From an optimization exercise on the open Yosys and OpenROAD flow, aimed at small area and a short achievable clock period; shortcuts taken in it are not production practice. Only simulation tests tie the RTL to the original design; equivalence was not proved. Power figures rest on the tool's default switching activity, not on a simulated workload.

==> flow/design.v (outline; a module is shown in full before it is edited, if it fits) <==
// module mul96_core: 32821 lines
// module fa: 4 lines
// module benc: 5 lines
// module bsel: 3 lines
// module pfx_inv: 3 lines
// module pfx_aoi: 3 lines
// module pfx_oai: 3 lines
// module pfx_nand: 3 lines
// module pfx_xor: 3 lines
// module pfx_xnor: 3 lines
// module pfx_nor: 3 lines
// module ha: 4 lines
// module karatsuba_mult_axis_1v0: 22 lines
module karatsuba_mult_axis_1v0
    #(
        parameter m = 96,
        parameter stage = 2
    )
    (
        input logic clk,
        input logic X_tvalid,
        input logic unsigned  [m-1:0] X_tdata,
        input logic Y_tvalid,
        input logic unsigned  [m-1:0] Y_tdata,
        output logic Z_tvalid,
        output logic unsigned  [2*m-1:0] Z_tdata
    );
  // ...
==> flow/flow/run.sh <==
#!/bin/bash
# The standard layout (standard synthesis and the ORFS steps, unchanged), run with a setup slack
# margin so that the resizer's timing repair works the longest paths down instead of stopping
# once the 40 ns clock is met. The clock, the constraints and the measurement are the standard flow's own.
set -euo pipefail
export SETUP_SLACK_MARGIN=24
bash standard.sh > standard_flow.log 2>&1
==> flow/standard.sh <==
#!/bin/bash
# synth_recipe.tcl (not shown) runs the flow's synth.tcl, then flattens the netlist and writes it again
# the make line also repeats each setting of config.mk as NAME=value (left out here)
make -C /OpenROAD-flow-scripts/flow DESIGN_CONFIG=/design/flow/config.mk WORK_HOME=/design/flow/orfs CLKGATE_MAP_FILE= SYNTH_SCRIPT=/design/flow/synth_recipe.tcl "${@:-finish}"
==> flow/config.mk <==
export PLATFORM = sky130hd
export DESIGN_NAME = karatsuba_mult_axis_1v0
export DESIGN_NICKNAME = karatsuba_mult_axis_1v0
export VERILOG_FILES = /design/flow/design.v
export SDC_FILE = /design/flow/constraint.sdc
export NUM_CORES = 4
export LEC_CHECK = 0
export ABC_AREA = 1
export CAP_MARGIN = 20
export CORE_MARGIN = 2
export CORE_UTILIZATION = 65
export SLEW_MARGIN = 20
export SYNTH_HIERARCHICAL = 1
==> flow/constraint.sdc <==
create_clock -name core_clock -period 40.0 [get_ports {clk}]
set_input_delay 8.0000 -clock core_clock [delete_from_list [all_inputs] [get_ports {clk}]]
set_output_delay 8.0000 -clock core_clock [all_outputs]
set_load 0.01 [all_outputs]
==> impl_summary.log, run 1 <==
[metrics] post-synth top area share: 47.1%
[metrics] Root Buffer Master: clkbuf_16
[metrics] Most used DFF post-synth: dfxtp_1
[metrics] maximum clock insertion buffer count: 3
[metrics] half-perimeter wire length after placement: 863000 µm
[metrics] cell count after placement: 22500
[metrics] Syn. warnings: 7
[metrics] synthesis-stage register bit count: 193
[metrics] number of input and output port buffers inserted: 387
[metrics] initial cell density of the core: 65.4%
[metrics] parity-gate share of the synthesized area counting xor and xnor cells: 21.2%
[metrics] Die Span X: 551 µm
[metrics] post-detailed-placement cell area: 197000 µm²
[metrics] # H-tree levels: 4
[metrics] terminating stage of the flow: global routing
[metrics] ranking of synthesized cells by area: fa_1 47%, xnor2_1 20%, o22ai_1 15%, ha_1 3.0%, buf_2 2.7%
[metrics] area fraction in and, or, nand and nor cells after synthesis: 3.66%
[metrics] status: did not finish
[metrics] Post-synth top cells: 4569 x o22ai_1, 4567 x fa_1, 4543 x xnor2_1, 1255 x nand2_1, 1047 x buf_2
[metrics] GPL Wtd Cong: 1.19
[metrics] total clock buffers created by CTS: 21
[metrics] register area share after synthesis: 1.99%
[metrics] Setup Slack @ Placement: 20.01 ns
[metrics] fraction of registers with async set/reset: 0%
[metrics] clock sink count: 193
[metrics] adder-cell share of the synthesized area: 50.0%
[metrics] number of hold-repair buffers added at the cts stage: 0
[metrics] multiplexer share of the synthesized area: 0%
[metrics] mean area per synthesized cell: 9.82 µm²
[metrics] compound-gate portion of the synthesized area: 15.4%
[metrics] Tool Error: [ERROR GRT-0116] Global routing finished with congestion. Check the congestion regions in the DRC Viewer.
[metrics] dominant combinational cell family by area after synthesis: adder cells
[metrics] vertical die dimension: 551 µm
[metrics] Std-Cell Rows: 200
[metrics] number of cells produced by synthesis: 19800
[metrics] dominant cell by count in the synthesized netlist: o22ai_1
[metrics] netlist area before placement: 194000 µm²
[metrics] top-level port count: 388
[metrics] Post-CTS Setup Repair Bufs: 411
[metrics] number of different library cells in the post-synthesis netlist: 36
[metrics] Synth area leader: fa_1
==> inputs of run 2 (changes only) <==
--- a/flow/config.mk
+++ b/flow/config.mk
@@ -8,6 +8,6 @@
 export ABC_AREA = 1
 export CAP_MARGIN = 20
 export CORE_MARGIN = 2
-export CORE_UTILIZATION = 65
+export CORE_UTILIZATION = 48
 export SLEW_MARGIN = 20
 export SYNTH_HIERARCHICAL = 1
==> run 2 against run 1 <==
The run again fails in global routing. Synthesized area stayed put. Synthesized cell count unchanged.
==> impl_summary.log, run 2 <==
[metrics] register area share after synthesis: 1.99% (unchanged)
[metrics] post-synth top area share: 47.1% (unchanged)
[metrics] initial cell density of the core: 48.2% (-17 points)
[metrics] Tool Error: [ERROR GRT-0232] Routing congestion too high. Check the congestion heatmap in the GUI.
[metrics] number of hold-repair buffers added at the cts stage: 0 (unchanged)
[metrics] pin count of the biggest net entering global routing: 82
[metrics] clock sink count: 193 (unchanged)
[metrics] number of input and output port buffers inserted: 387 (unchanged)
[metrics] half-perimeter wire length after placement: 941000 µm (+9.0%)
[metrics] Synth area leader: fa_1
[metrics] top-level port count: 388 (unchanged)
[metrics] Most used DFF post-synth: dfxtp_1
[metrics] terminating stage of the flow: global routing
[metrics] netlist area before placement: 194000 µm² (unchanged)
[metrics] Syn. warnings: 7 (unchanged)
[metrics] GPL Wtd Cong: 1.11 (-6.5%)
[metrics] # H-tree levels: 4 (unchanged)
[metrics] number of different library cells in the post-synthesis netlist: 36 (unchanged)
[metrics] Root Buffer Master: clkbuf_16
[metrics] post-detailed-placement cell area: 200000 µm² (+1.1%)
[metrics] Std-Cell Rows: 233 (+17%)
[metrics] number of cells produced by synthesis: 19800 (unchanged)
[metrics] status: did not finish
[metrics] vertical die dimension: 640 µm (+16%)
[metrics] mean area per synthesized cell: 9.82 µm² (unchanged)
[metrics] synthesis-stage register bit count: 193 (unchanged)
[metrics] Die Span X: 640 µm (+16%)
[metrics] count of flip-flops with a built-in enable after synthesis: 0
[metrics] Post-synth top cells: 4569 x o22ai_1, 4567 x fa_1, 4543 x xnor2_1, 1255 x nand2_1, 1047 x buf_2
[metrics] dominant cell by count in the synthesized netlist: o22ai_1
[metrics] total clock buffers created by CTS: 21 (unchanged)
[metrics] maximum clock insertion buffer count: 3 (unchanged)
[metrics] ranking of synthesized cells by area: fa_1 47%, xnor2_1 20%, o22ai_1 15%, ha_1 3.0%, buf_2 2.7%
[metrics] fraction of registers with async set/reset: 0% (unchanged)
[run 2: cell counts after synthesis]
Identical to the previous run, type by type.
[run 2: worst max path at each step]
stage	startpoint	endpoint	slack [ns]	cells past startpoint
detailed placement	Y_tdata[79]	Z_tdata[158]	19.83	27
global placement	Y_tdata[79]	Z_tdata[159]	19.83	28
floorplan	Y_tdata[5]	Z_tdata[154]	24.72	28
CTS	Y_tdata[13]	Z_tdata[153]	23.91	33
[run 2: cells by family after synthesis]
| kind of cell | count (synthesis) | synth area share [%] |
|---|---|---|
| other | 2 | 0.00387 |
| and+or+nand+nor | 1747 | 3.66 |
| buffers and inverters | 3307 | 7.73 |
| DFF | 193 | 1.99 |
| adders and majority gates | 5028 | 50.0 |
| AOI/OAI and AO/OA | 4794 | 15.4 |
| xor gates and xnor gates | 4704 | 21.2 |
[run 2: repair_timing]
item,in CTS
pin swaps,425
setup endpoints to repair,159
resized for setup,2633
cloned,264
buffers inserted,489
[run 2: power by group through the flow]
stage                     Sequential [mW]  Clock, mW  Combinational (mW)
after global placement               2.08          0                 171
after floorplan                      2.95          0                 125
after detailed placement             2.08          0                 170
after CTS                            2.30      0.264                 255
[run 2: per-module statistics from Yosys, one instance, submodules excluded]
module	flops+latches	area [µm²]
ha	0	12.5
mul96_core	0	99600
fa	0	20.0
karatsuba_mult_axis_1v0	193	3870
[run 2: stage by stage]
| stage | setup WS (ns) | power (mW) | cells | util, % |
|---|---|---|---|---|
| floorplan | 24.72 | 128 | 19800 | - |
| CTS | 23.91 | 257 | 24700 | 55.7 |
| global placement | 19.83 | 173 | 24000 | 49.5 |
| detailed placement | 19.83 | 172 | 24000 | 49.6 |
